From an optimization exercise on the open Yosys and OpenROAD flow, aimed at small area and a short achievable clock period; shortcuts taken in it are not production practice. RTL that was checked went through simulation tests only; none was proved equivalent to the original. Power figures rest on the tool's default switching activity, not on a simulated workload.

== run A ==
// CannyEdge
module CannyEdge(dAddrRegRow, dAddrRegCol, bWE, bCE, InData, OutData,
	OPMode, bOPEnable, dReadReg, dWriteReg, clk, rst_b);
For scale: roughly 38 I/O pins, ~26000 µm² of cells after synthesis.
Settings: LEC_CHECK=0, CAP_MARGIN=20, CORE_MARGIN=2, CORE_UTILIZATION=55, CTS_BUF_LIST=sky130_fd_sc_hd__clkbuf_8, CTS_CLUSTER_DIAMETER=60, CTS_CLUSTER_SIZE=12, PLACE_DENSITY=0.7, SLEW_MARGIN=20; clock period 10.0 ns.
standard.sh (not shown) runs the stock make flow with config.mk's settings and CLKGATE_MAP_FILE= SYNTH_SCRIPT=/design/flow/synth_recipe.tcl, a recipe that flattens the netlist after the stock synthesis.
==> flow/flow/run.sh <==
#!/bin/bash
# Standard layout with two changes:
#  - after the standard synthesis, flow/polarity.py removes inverters between
#    full adders (a full adder is self-dual, so an adder can be implemented in
#    its inverted form); registers and all other cells are untouched;
#  - timing repair aims at a setup slack margin of MARGIN ns, and the port
#    buffers are plain buffers instead of the delay cell buffer_ports picks.
set -euo pipefail
MARGIN=6.5
R=orfs/results/sky130hd/CannyEdge/base
bash standard.sh synth > log_synth.txt 2>&1
cp $R/1_2_yosys.v $R/1_2_yosys_std.v
python3 flow/polarity.py $R/1_2_yosys_std.v $R/1_2_yosys.v > log_polarity.txt 2>&1
rm -f $R/1_synth.odb $R/1_synth.sdc
bash standard.sh SETUP_SLACK_MARGIN=$MARGIN RECOVER_POWER=100 "BUFFER_PORTS_ARGS=-buffer_cell sky130_fd_sc_hd__buf_2" finish > log_finish.txt 2>&1
Other scripts of this flow, unchanged in this note and not shown: flow/flow/polarity.py
The layout from run A, despite a flow that completed every stage, fails the layout checks, with the failing checks listed as max-capacitance violations, max-slew violations.
Relative to run A, the following input files were edited for run B:
diff --git a/flow/flow/run.sh b/flow/flow/run.sh
--- a/flow/flow/run.sh
+++ b/flow/flow/run.sh
@@ -14,2 +14,2 @@
 rm -f $R/1_synth.odb $R/1_synth.sdc
-bash standard.sh SETUP_SLACK_MARGIN=$MARGIN RECOVER_POWER=100 "BUFFER_PORTS_ARGS=-buffer_cell sky130_fd_sc_hd__buf_2" finish > log_finish.txt 2>&1
+bash standard.sh SETUP_SLACK_MARGIN=$MARGIN "BUFFER_PORTS_ARGS=-buffer_cell sky130_fd_sc_hd__buf_2" finish > log_finish.txt 2>&1
diff --git a/flow/config.mk b/flow/config.mk
--- a/flow/config.mk
+++ b/flow/config.mk
@@ -11,4 +11,4 @@
 export CTS_BUF_LIST = sky130_fd_sc_hd__clkbuf_8
-export CTS_CLUSTER_DIAMETER = 60
-export CTS_CLUSTER_SIZE = 12
+export CTS_CLUSTER_DIAMETER = 80
+export CTS_CLUSTER_SIZE = 16
 export PLACE_DENSITY = 0.7
Findings:
Minimum clock period after layout for run B is lower than for run A.
Run B: done, clean on timing, DRC and antenna
[run B] count of antenna diodes in the layout rose 1 relative to run A
Share of the core filled with cells essentially unchanged between run A and run B.
Going from run A to run B, the post-route total power was found to have gone down by about 9%.
Relative to run A, the wire length of the first global-routing pass of run B is lower by 0.34%.
[compare] base=run A new=run B: sequential cell area held steady; count of final max-slew check failures shrank by 367.
A cell type of the slowest stage on the worst timing path of edfxtp_1 is what run B shows, while and2_0 belongs to run A.
[diff] final worst slack, run B relative to run A: improvement
No run of this note included a check of the RTL's function; only the layout flow was run.

---

run H:
Another version of the RTL of CannyEdge (not shown whole).
Size in the first run: about 1700 cells after synthesis, roughly 38 I/O pins, roughly 25000 um^2 of cells after synthesis.
clock: 10.0 ns
lec_check: 0
cap_margin: 20
core_margin: 2
core_utilization: 55
place_density: 0.7
slew_margin: 20
==> flow/flow/run.sh <==
#!/bin/bash
# Standard layout with two changes:
#  - after the standard synthesis, flow/polarity.py removes inverters between
#    full adders (a full adder is self-dual, so an adder can be implemented in
#    its inverted form); registers and all other cells are untouched;
#  - timing repair aims at a setup slack margin of MARGIN ns, and the port
#    buffers are plain buffers instead of the delay cell buffer_ports picks.
set -euo pipefail
MARGIN=6
R=orfs/results/sky130hd/CannyEdge/base
bash standard.sh synth > log_synth.txt 2>&1
cp $R/1_2_yosys.v $R/1_2_yosys_std.v
python3 flow/polarity.py $R/1_2_yosys_std.v $R/1_2_yosys.v > log_polarity.txt 2>&1
rm -f $R/1_synth.odb $R/1_synth.sdc
bash standard.sh SETUP_SLACK_MARGIN=$MARGIN "BUFFER_PORTS_ARGS=-buffer_cell sky130_fd_sc_hd__buf_2" finish > log_finish.txt 2>&1
Other scripts of this flow, unchanged in this note and not shown: flow/flow/polarity.py
Having completed the whole flow, run H delivered a layout that passed the timing, DRC and antenna checks.
Input-level comparison between run G and run H:
diff --git a/flow/flow/run.sh b/flow/flow/run.sh
--- a/flow/flow/run.sh
+++ b/flow/flow/run.sh
@@ -9 +9 @@
-MARGIN=6
+MARGIN=7
==> comparison <==
Setup WNS run H -> run G: better. [run G vs run H] post-cts resize count: higher in run G. Run G vs run H: final standard cell area without fillers up in run G.

---

CannyEdge, a different RTL version from the one above (not shown whole).
Size in the first run: roughly 26,000 µm² of cells after synthesis.
## CannyEdge
module CannyEdge(dAddrRegRow, dAddrRegCol, bWE, bCE, InData, OutData,
	OPMode, bOPEnable, dReadReg, dWriteReg, clk, rst_b);
clock: 10.0 ns
lec_check: 0
cap_margin: 20
core_margin: 2
core_utilization: 50
cts_buf_list: sky130_fd_sc_hd__clkbuf_8
cts_cluster_diameter: 80
cts_cluster_size: 16
place_density: 0.65
slew_margin: 20
==> flow/flow/run.sh <==
#!/bin/bash
# Standard layout with two changes:
#  - after the standard synthesis, flow/polarity.py removes inverters between
#    full adders (a full adder is self-dual, so an adder can be implemented in
#    its inverted form); registers and all other cells are untouched;
#  - timing repair aims at a setup slack margin of MARGIN ns, and the port
#    buffers are plain buffers instead of the delay cell buffer_ports picks.
set -euo pipefail
MARGIN=6.5
R=orfs/results/sky130hd/CannyEdge/base
bash standard.sh synth > log_synth.txt 2>&1
cp $R/1_2_yosys.v $R/1_2_yosys_std.v
python3 flow/polarity.py $R/1_2_yosys_std.v $R/1_2_yosys.v > log_polarity.txt 2>&1
rm -f $R/1_synth.odb $R/1_synth.sdc
bash standard.sh SETUP_SLACK_MARGIN=$MARGIN "BUFFER_PORTS_ARGS=-buffer_cell sky130_fd_sc_hd__buf_2" finish > log_finish.txt 2>&1
Other scripts of this flow, unchanged in this note and not shown: flow/flow/polarity.py
The baseline produced a clean layout.
==> next run, changes <==
- ABC_AREA: not set -> 1
- CORE_UTILIZATION: 50 -> 55
- PLACE_DENSITY: 0.65 -> 0.7
What happened:
- The new run passed the timing, DRC and antenna checks
- count of clock-buffer cells in the layout is lower by 1
- routed wire length is higher by 5.6%
- sequential share of layout area is lower by 0.43 points
- design area is higher by 1.3%
- first-iteration DRC count is higher by 7.4%

---

Starting RTL as in the previous note.
// CannyEdge
module CannyEdge(dAddrRegRow, dAddrRegCol, bWE, bCE, InData, OutData,
	OPMode, bOPEnable, dReadReg, dWriteReg, clk, rst_b);
export LEC_CHECK = 0
export CAP_MARGIN = 20
export CORE_MARGIN = 2
export CORE_UTILIZATION = 55
export CTS_BUF_LIST = sky130_fd_sc_hd__clkbuf_8
export CTS_CLUSTER_DIAMETER = 70
export CTS_CLUSTER_SIZE = 14
export PLACE_DENSITY = 0.7
export SLEW_MARGIN = 20
create_clock -name core_clock -period 10.0 [get_ports {clk}]
==> flow/flow/run.sh <==
#!/bin/bash
# Standard layout with two changes:
#  - after the standard synthesis, flow/polarity.py removes inverters between
#    full adders (a full adder is self-dual, so an adder can be implemented in
#    its inverted form); registers and all other cells are untouched;
#  - timing repair aims at a setup slack margin of MARGIN ns, and the port
#    buffers are plain buffers instead of the delay cell buffer_ports picks.
set -euo pipefail
MARGIN=6.35
R=orfs/results/sky130hd/CannyEdge/base
bash standard.sh synth > log_synth.txt 2>&1
cp $R/1_2_yosys.v $R/1_2_yosys_std.v
python3 flow/polarity.py $R/1_2_yosys_std.v $R/1_2_yosys.v > log_polarity.txt 2>&1
rm -f $R/1_synth.odb $R/1_synth.sdc
bash standard.sh SETUP_SLACK_MARGIN=$MARGIN "BUFFER_PORTS_ARGS=-buffer_cell sky130_fd_sc_hd__buf_2" finish > log_finish.txt 2>&1
Other scripts of this flow, unchanged in this note and not shown: flow/flow/polarity.py
Edit:
--- a/flow/flow/run.sh
+++ b/flow/flow/run.sh
@@ -8,3 +8,3 @@
 set -euo pipefail
-MARGIN=6.35
+MARGIN=6.5
 R=orfs/results/sky130hd/CannyEdge/base
Settings changed: CORE_UTILIZATION 55 to 62, CTS_CLUSTER_DIAMETER 70 to 80, CTS_CLUSTER_SIZE 14 to 16, PLACE_DENSITY 0.7 to 0.75.
=> Worst setup slack gains 0.11 ns; flip-flop and latch count does not change; power drops by 5.8%; critical path depth came out lower by 1; wire length shrinks by 1.6%; non-clock buffer count climbs by 39; maximum frequency rose by 3.2%; cell count went down by 1.5%; design area went up by 1.2%.
Edit:
Settings changed: CORE_UTILIZATION 62 to 55, CTS_BUF_LIST sky130_fd_sc_hd__clkbuf_8 to sky130_fd_sc_hd__clkbuf_4 sky130_fd_sc_hd__clkbuf_8, PLACE_DENSITY 0.75 to 0.7.
Maximum frequency rose by about 2.1%.
Routed wire length is about the same.
Clock skew decreases by 0.016 ns.
Core utilization goes down by 7.3 points.
Die area came out higher by 12%.
Synthesized area stays the same.
Sequential power barely changes.
Edit:
--- a/flow/flow/run.sh
+++ b/flow/flow/run.sh
@@ -8,3 +8,3 @@
 set -euo pipefail
-MARGIN=6.5
+MARGIN=7
 R=orfs/results/sky130hd/CannyEdge/base
Settings changed: CTS_BUF_LIST sky130_fd_sc_hd__clkbuf_4 sky130_fd_sc_hd__clkbuf_8 to sky130_fd_sc_hd__clkbuf_8, CTS_CLUSTER_DIAMETER 80 to 60, CTS_CLUSTER_SIZE 16 to 12.
=> The changed run ran to the end with no violations; non-clock buffer count goes up by 292; synthesized cell count does not change; clock skew shrinks by 0.011 ns; die area is unchanged; setup slack improved by 0.11 ns; via count rose by 12%; combinational power went up by about 40%; utilization rose by 11 points; first-iteration DRC count rose by about 4.4%; maximum frequency increases by 3.4%.
Edit:
--- a/flow/flow/run.sh
+++ b/flow/flow/run.sh
@@ -8,3 +8,3 @@
 set -euo pipefail
-MARGIN=7
+MARGIN=6.5
 R=orfs/results/sky130hd/CannyEdge/base
Total power drops by 0.39%.
Clock skew climbs by 0.027 ns.
Worst hold slack improves by 0.077 ns.
Die area is unchanged.
Flip-flop and latch count stays the same.
Edit:
--- a/flow/flow/run.sh
+++ b/flow/flow/run.sh
@@ -8,3 +8,3 @@
 set -euo pipefail
-MARGIN=6.5
+MARGIN=6.6
 R=orfs/results/sky130hd/CannyEdge/base
Settings changed: CTS_CLUSTER_DIAMETER 60 to 80, CTS_CLUSTER_SIZE 12 to 16.
Outcome: The changed run finished clean; cell area grows by a few percent; count of clock-buffer cells in the layout shrinks by 13; wire length grows by a few percent; fmax grows by a few percent; power shrinks by a little under a tenth; clock power shrinks by about a fifth; worst hold slack degrades by 0.037 ns.

==> separate check: timing with driven ports <==
The flow's constraints put no driver on any port. The routed layouts listed below were extracted and timed again, unchanged, in two steps.
Step 1 sets driving cells, clkbuf_16 on the clock port and buf_2 on the other inputs (assumed; they add their load-dependent delay and slew).
Step 2 moves the port delays by t, midway between the first and last clock arrival at a register: inputs arrive t later, outputs are due t later. That takes back most of the time a late clock gives input paths.
a / b / c = no drivers / after step 1 / after step 2; a / b = the first two.
run | t (ns) | setup WS [ns] | slew at the worst register clock pin (ns) | cell pins on the clock port's net
run A | 0.679 | 4.757 / 4.794 / 4.115 | 0.10 / 0.10 | 1
run B | 0.706 | 6.511 / 6.511 / 5.889 | 0.11 / 0.11 | 1
run H | 0.613 | 5.994 / 5.994 / 5.503 | 0.07 / 0.07 | 1
run G | 0.607 | 6.060 / 6.060 / 6.060 | 0.07 / 0.07 | 1
the first run of note 3 | 0.694 | 6.533 / 6.533 / 5.877 | 0.11 / 0.11 | 1
the second run of note 3 | 0.710 | 6.474 / 6.474 / 5.812 | 0.11 / 0.11 | 1
the first run of note 4 | 0.659 | 6.365 / 6.403 / 5.744 | 0.09 / 0.09 | 1
the second run of note 4 | 0.665 | 6.476 / 6.509 / 5.844 | 0.11 / 0.11 | 1
the third run of note 4 | 0.696 | 6.550 / 6.553 / 5.889 | 0.12 / 0.12 | 1
the fourth run of note 4 | 0.682 | 6.664 / 6.664 / 6.133 | 0.09 / 0.09 | 1
the fifth run of note 4 | 0.667 | 6.547 / 6.547 / 5.935 | 0.09 / 0.09 | 1
the sixth run of note 4 | 0.680 | 6.635 / 6.635 / 5.997 | 0.11 / 0.11 | 1
The setup slack of the second run of note 3, which loses most, moves by 0.000 ns with the drivers and by -0.662 ns with both steps.
